This design comes from an exercise in tuning for small area, a short achievable clock period and few clock cycles on the open sky130 flow, not from production work. The RTL was checked by simulation tests, not by an equivalence proof against the original design. Power and IR drop assume default switching activity.

Setup of job 104:
==> flow/design.v (excerpt) <==
module chipmunk
	#(parameter addrSize = 12)
	(input clk,
	 input reset,
	 input [addrSize-1:0] startPC,
	 input [7:0] dataBus,
	 output [7:0] dataBusWrite,
	 output [addrSize-1:0] addrBus,
	 output weMem,
	 output done);
Size in the first run: ~44 I/O pins, about 9700 um2 of cells after synthesis.
==> flow/config.mk <==
export PLATFORM = sky130hd
export DESIGN_NAME = chipmunk
export DESIGN_NICKNAME = chipmunk
export VERILOG_FILES = /design/flow/design.v
export SDC_FILE = /design/flow/constraint.sdc
export NUM_CORES = 4
export LEC_CHECK = 0
export CAP_MARGIN = 20
export CORE_MARGIN = 2
export CORE_UTILIZATION = 55
export SETUP_SLACK_MARGIN = 2.4
export SLEW_MARGIN = 20
==> flow/constraint.sdc <==
create_clock -name core_clock -period 5.0 [get_ports {clk}]
set_input_delay 1.0000 -clock core_clock [delete_from_list [all_inputs] [get_ports {clk}]]
set_output_delay 1.0000 -clock core_clock [all_outputs]
set_load 0.01 [all_outputs]
run.sh (not shown) runs the stock make flow with config.mk's settings and CLKGATE_MAP_FILE= SYNTH_SCRIPT=/design/flow/synth_recipe.tcl, a recipe that flattens the netlist after the stock synthesis.
Testbench counts of job 104, summed over its fixed seeds: cycles 330,214.
Relative to job 104, the following input files were edited for job 101:
diff --git a/flow/design.v b/flow/design.v
--- a/flow/design.v
+++ b/flow/design.v
@@ -72,19 +72,18 @@
 	reg rc;                       
 	reg wr;                       
 	reg finished;
 	reg xSelD, xSelS, xSelB, xSelH, xSelX;    
 	reg xWA, xWX, xWY, xXA, xNZ, xPLP;        
 	reg xCF, xCS, xCH, xCR;                   
 	reg xAluX, xAluY, xSub, xUseC;
 	reg wsA, wsX, wsY, wsD;
 	reg pX, pY;
-	reg cx;                       
 	assign addrBus = ar;
 	assign weMem = !wr;
 	assign done = finished;
 	wire [5:0] f = ir[7:2];
 	wire [1:0] ss = ir[1:0];
 	wire iBr    = f[5:3] == 3'b111;
 	wire iBsr   = f == 6'h39;
 	wire iRmw   = f[5:3] == 3'b011 && f[0];
 	wire iMem   = !f[5] && f[0] && f != 6'h07;       
@@ -101,22 +100,22 @@
 	wire bSt    = bf == 6'h21 || bf == 6'h23 || bf == 6'h25 || bf == 6'h29;
 	wire bBr    = bf[5:3] == 3'b111;
 	wire bPhp   = bf == 6'h30;
 	wire [11:0] arInc = inc12(ar);
 	wire [7:0]  spInc8 = inc8({2'b0, spReg});
 	wire [7:0]  spDec8 = dec8({2'b0, spReg});
 	wire [5:0]  spInc = spInc8[5:0];
 	wire [5:0]  spDec = spDec8[5:0];
 	wire [7:0] idx = ({8{pX}} & xReg) | ({8{pY}} & yReg);
-	wire [8:0] idxIn = add8(dataBus, idx, 1'b0);
+	wire [8:0] idxLo = add8(dr, idx, 1'b0);
 	wire [3:0] busHi = dataBus[3:0];
 	wire [3:0] busHiInc = inc4(busHi);
-	wire [11:0] idxA = {cx ? busHiInc : busHi, dr};
+	wire [11:0] idxA = {idxLo[8] ? busHiInc : busHi, idxLo[7:0]};    
 	wire [8:0] ixLo = add8(dr, xReg, 1'b0);
 	wire [11:0] ixSum = {ixLo[8] ? inc4(hr) : hr, ixLo[7:0]};
 	wire [8:0] relLo = add8(pc[7:0], dr, 1'b0);
 	wire [3:0] pcHiInc = inc4(pc[11:8]);
 	wire [3:0] pcHiDec = dec4(pc[11:8]);
 	wire [11:0] relT = {(relLo[8] == dr[7]) ? pc[11:8] : (relLo[8] ? pcHiInc : pcHiDec), relLo[7:0]};
 	reg nF, nO1, nO2, nIX, nP1, nP2, nM, nW, nPL, nR1, nR2, nBD, nC1, nC2, nT, nPW;
 	reg aInc, aPC, aSP, aSPI, aSPD, aHB, aIdx, aPtr, aHD, aRel, aHold;
 	always @* begin
@@ -232,24 +231,20 @@
 		else if (sW && (f[5:3] == 3'b110) || sC1 || sC2)
 			spReg <= spDec;
 	end
 	always @(posedge clk) begin
 		if (sF) begin
 			ir <= dataBus;
 			dr <= {7'b0, bf[5:3] == 3'b101 && bf[2:1] != 2'b00};
 			hr <= 4'b0;
 		end
-		if (sO1 || sPL)
+		if (sO1 || sP1 || sPL)
 			dr <= dataBus;
-		if ((sO1 && ss[1]) || sP1) begin
-			dr <= idxIn[7:0];
-			cx <= idxIn[8];
-		end
 		if (sO2 || sR1)
 			hr <= dataBus[3:0];
 		if (sIX)
 			{hr, dr} <= ixSum;
 		if (sM) begin
 			case (f[2:1])
 				2'b00: dr <= {dataBus[6:0], cFlag};         
 				2'b01: dr <= {cFlag, dataBus[7:1]};         
 				2'b10: dr <= inc8(dataBus);                 
@@ -290,19 +285,19 @@
 			xAluX <= bf == 6'h16 || bf == 6'h17 || bf == 6'h2C || bf == 6'h2D;
 			xAluY <= bf == 6'h1C || bf == 6'h2E || bf == 6'h2F;
 			xSub  <= bf[5:2] == 4'b0101 || bf == 6'h1C || (bf[5:3] == 3'b001 && bf[1]) ||
 			         (bf[5:3] == 3'b101 && bf[0]);
 			xUseC <= bf[5:2] == 4'b0011;
 			wsA   <= bf == 6'h21 || bf == 6'h29 || bf == 6'h32;
 			wsX   <= bf == 6'h23 || bf == 6'h34;
 			wsY   <= bf == 6'h25 || bf == 6'h36;
 			wsD   <= bf[5:3] == 3'b011 && bf[0] || bf == 6'h30;
-			pX    <= bs == 2'b11 && (bMem || bSt || (bBr && bf != 6'h39));
+			pX    <= bs == 2'b11;
 			pY    <= (bf == 6'h28 || bf == 6'h29) && bs != 2'b11;
 		end
 	end
 	wire [7:0] aluL = xAluX ? xReg : (xAluY ? yReg : aReg);
 	wire [8:0] sum = add8(aluL, xSub ? ~dr : dr, xUseC ? cFlag : xSub);
 	wire [7:0] bitRes = ir[3] ? (aReg ^ dr) : ~(aReg | dr);
 	wire [7:0] shRes = ir[3] ? {1'b0, aReg[7:1]} : {aReg[6:0], 1'b0};
 	wire shC = ir[3] ? aReg[0] : aReg[7];
 	wire [7:0] res = ({8{xSelD}} & dr) | ({8{xSelS}} & sum[7:0]) | ({8{xSelB}} & bitRes) |
Looking at last element of the critical path, the ar[9] result is from job 101; the xReg[4] one comes from job 104.
Run comparison: job 104 most frequent standard cell in the layout excluding fill and tap cells sky130_fd_sc_hd__buf_4; job 101 most frequent standard cell in the layout excluding fill and tap cells sky130_fd_sc_hd__nand2_1
Of job 101 and job 104, the lower minimum clock period belongs to job 104.
Job 101 reports a lower logic gate share of total power than job 104 does.
Compared with job 104, job 101 shows a total chip power that is about 5% lower.
Cell count after synthesis: job 101 vs job 104 down 15
The setup slack after layout of job 101 was inferior to that of job 104.
Testbench counts of job 101, summed over its fixed seeds: cycles 330,214.


== main ==
Another version of the RTL of chipmunk (not shown whole).
Size: roughly 1200 cells after synthesis.
export LEC_CHECK = 0
export ABC_AREA = 1
export CAP_MARGIN = 20
export CORE_MARGIN = 2
export CORE_UTILIZATION = 55
export SETUP_SLACK_MARGIN = 2.5
export SLEW_MARGIN = 20
export TNS_END_PERCENT = 5
create_clock -name core_clock -period 5.0 [get_ports {clk}]
Testbench counts of main, summed over its fixed seeds: cycles 328,514.
Setup changes, main to the feature branch
--- a/flow/design.v
+++ b/flow/design.v
@@ -251,34 +251,29 @@
 				dr <= dataBus;
 			rc <= f[1] ? dataBus[0] : dataBus[7];
 		end
 		if (sPW)
 			dr <= {5'b0, nFlag, zFlag, cFlag};
 	end
-	wire [7:0] cb = sF ? dataBus : ir;
-	wire [5:0] cf = cb[7:2];
-	wire [1:0] cs = cb[1:0];
-	wire cMem = !cf[5] && cf[0] && cf != 6'h07;
-	wire cSt  = cf == 6'h21 || cf == 6'h23 || cf == 6'h25 || cf == 6'h29;
-	wire cBr  = cf[5:3] == 3'b111;
-	wire cAluX = cf == 6'h16 || cf == 6'h17 || cf == 6'h2C || cf == 6'h2D;
-	wire cAluY = cf == 6'h1C || cf == 6'h2E || cf == 6'h2F;
 	always @(posedge clk) begin
-		xAluX <= cAluX;
-		xAluY <= cAluY;
-		xAluA <= !(cAluX || cAluY);
-		xSub  <= cf[5:2] == 4'b0101 || cf == 6'h1C || (cf[5:3] == 3'b001 && cf[1]) ||
-		         (cf[5:3] == 3'b101 && cf[0]);
-		xUseC <= cf[5:2] == 4'b0011;
-		wsA   <= cf == 6'h21 || cf == 6'h29 || cf == 6'h32;
-		wsX   <= cf == 6'h23 || cf == 6'h34;
-		wsY   <= cf == 6'h25 || cf == 6'h36;
-		wsD   <= cf[5:3] == 3'b011 && cf[0] || cf == 6'h30;
-		pX    <= cs == 2'b11 && (cMem || cSt || cBr);
-		pY    <= (cf == 6'h28 || cf == 6'h29) && cs != 2'b11;
-		pR    <= cBr && cs == 2'b01;
+		if (sF) begin
+			xAluX <= bf == 6'h16 || bf == 6'h17 || bf == 6'h2C || bf == 6'h2D;
+			xAluY <= bf == 6'h1C || bf == 6'h2E || bf == 6'h2F;
+			xAluA <= !(bf == 6'h16 || bf == 6'h17 || bf == 6'h2C || bf == 6'h2D ||
+			           bf == 6'h1C || bf == 6'h2E || bf == 6'h2F);
+			xSub  <= bf[5:2] == 4'b0101 || bf == 6'h1C || (bf[5:3] == 3'b001 && bf[1]) ||
+			         (bf[5:3] == 3'b101 && bf[0]);
+			xUseC <= bf[5:2] == 4'b0011;
+			wsA   <= bf == 6'h21 || bf == 6'h29 || bf == 6'h32;
+			wsX   <= bf == 6'h23 || bf == 6'h34;
+			wsY   <= bf == 6'h25 || bf == 6'h36;
+			wsD   <= bf[5:3] == 3'b011 && bf[0] || bf == 6'h30;
+			pX    <= bs == 2'b11 && (bMem || bSt || bBr);
+			pY    <= (bf == 6'h28 || bf == 6'h29) && bs != 2'b11;
+			pR    <= bBr && bs == 2'b01;
+		end
 	end
 	wire xSelD = f[5:1] == 5'b00000 || f[5:1] == 5'b00001 || f[5:1] == 5'b00010 ||
 	           f == 6'h19 || f == 6'h1B || f == 6'h1D || f == 6'h1F ||
 	           f == 6'h28 || f == 6'h33 || f == 6'h35 || f == 6'h37;
 	wire xSelS = f[5:3] == 3'b001 || f[5:2] == 4'b0101 || f == 6'h1C ||
 	           (f[5:3] == 3'b101 && f[2:1] != 2'b00);
### Flow results
The feature branch: no failed stages, no open violations at the end. The maximum clock frequency of the feature branch is lower than that of main. Global-route usage for the feature branch: 0.76 points down relative to main. Compared with main, the feature branch shows a higher inserted tap cell count. Compare the feature branch and main | arrival time of data at the critical path endpoint lower: main. Between main and the feature branch, the flow reports wire length of the first global-routing pass decreasing by a few percent.
Testbench counts of the feature branch, summed over its fixed seeds: cycles 328,514.

-- what the ideal ports hide --
The flow's constraints put no driver on any port. The routed layouts listed below were extracted and timed again, unchanged, in two steps. Step 1 (the two cells are an assumption about what drives the block):
set clk [get_ports {clk}]
set_driving_cell -lib_cell sky130_fd_sc_hd__clkbuf_16 $clk
set_driving_cell -lib_cell sky130_fd_sc_hd__buf_2 [delete_from_list [all_inputs] $clk]
Step 2 also shifts input and output timing later by t, the mid clock arrival at the registers, as if the neighbouring blocks saw the same clock. Three values: no drivers, after step 1, after step 2; two values: the first two.
| run | t (ns) | setup WS [ns] | worst hold slack (ns) | worst data-port slew with drivers (ns) | cell pins on the clock port's net |
|---|---|---|---|---|---|
| job 104 | 0.475 | 2.217 / 2.204 / 1.835 | 0.510 / 0.510 / 0.510 | 0.06 | 1 |
| job 101 | 0.479 | 2.109 / 2.109 / 1.887 | 0.545 / 0.545 / 0.545 | 0.04 | 1 |
| main | 0.469 | 2.427 / 2.381 / 2.051 | 0.450 / 0.450 / 0.450 | 0.04 | 1 |
| the feature branch | 0.468 | 2.323 / 2.277 / 1.971 | 0.458 / 0.458 / 0.458 | 0.05 | 1 |
After both steps setup and hold are still met in every run listed. For job 104, which loses most, drivers alone change the setup slack by -0.013 ns; drivers and shift together by -0.382 ns.
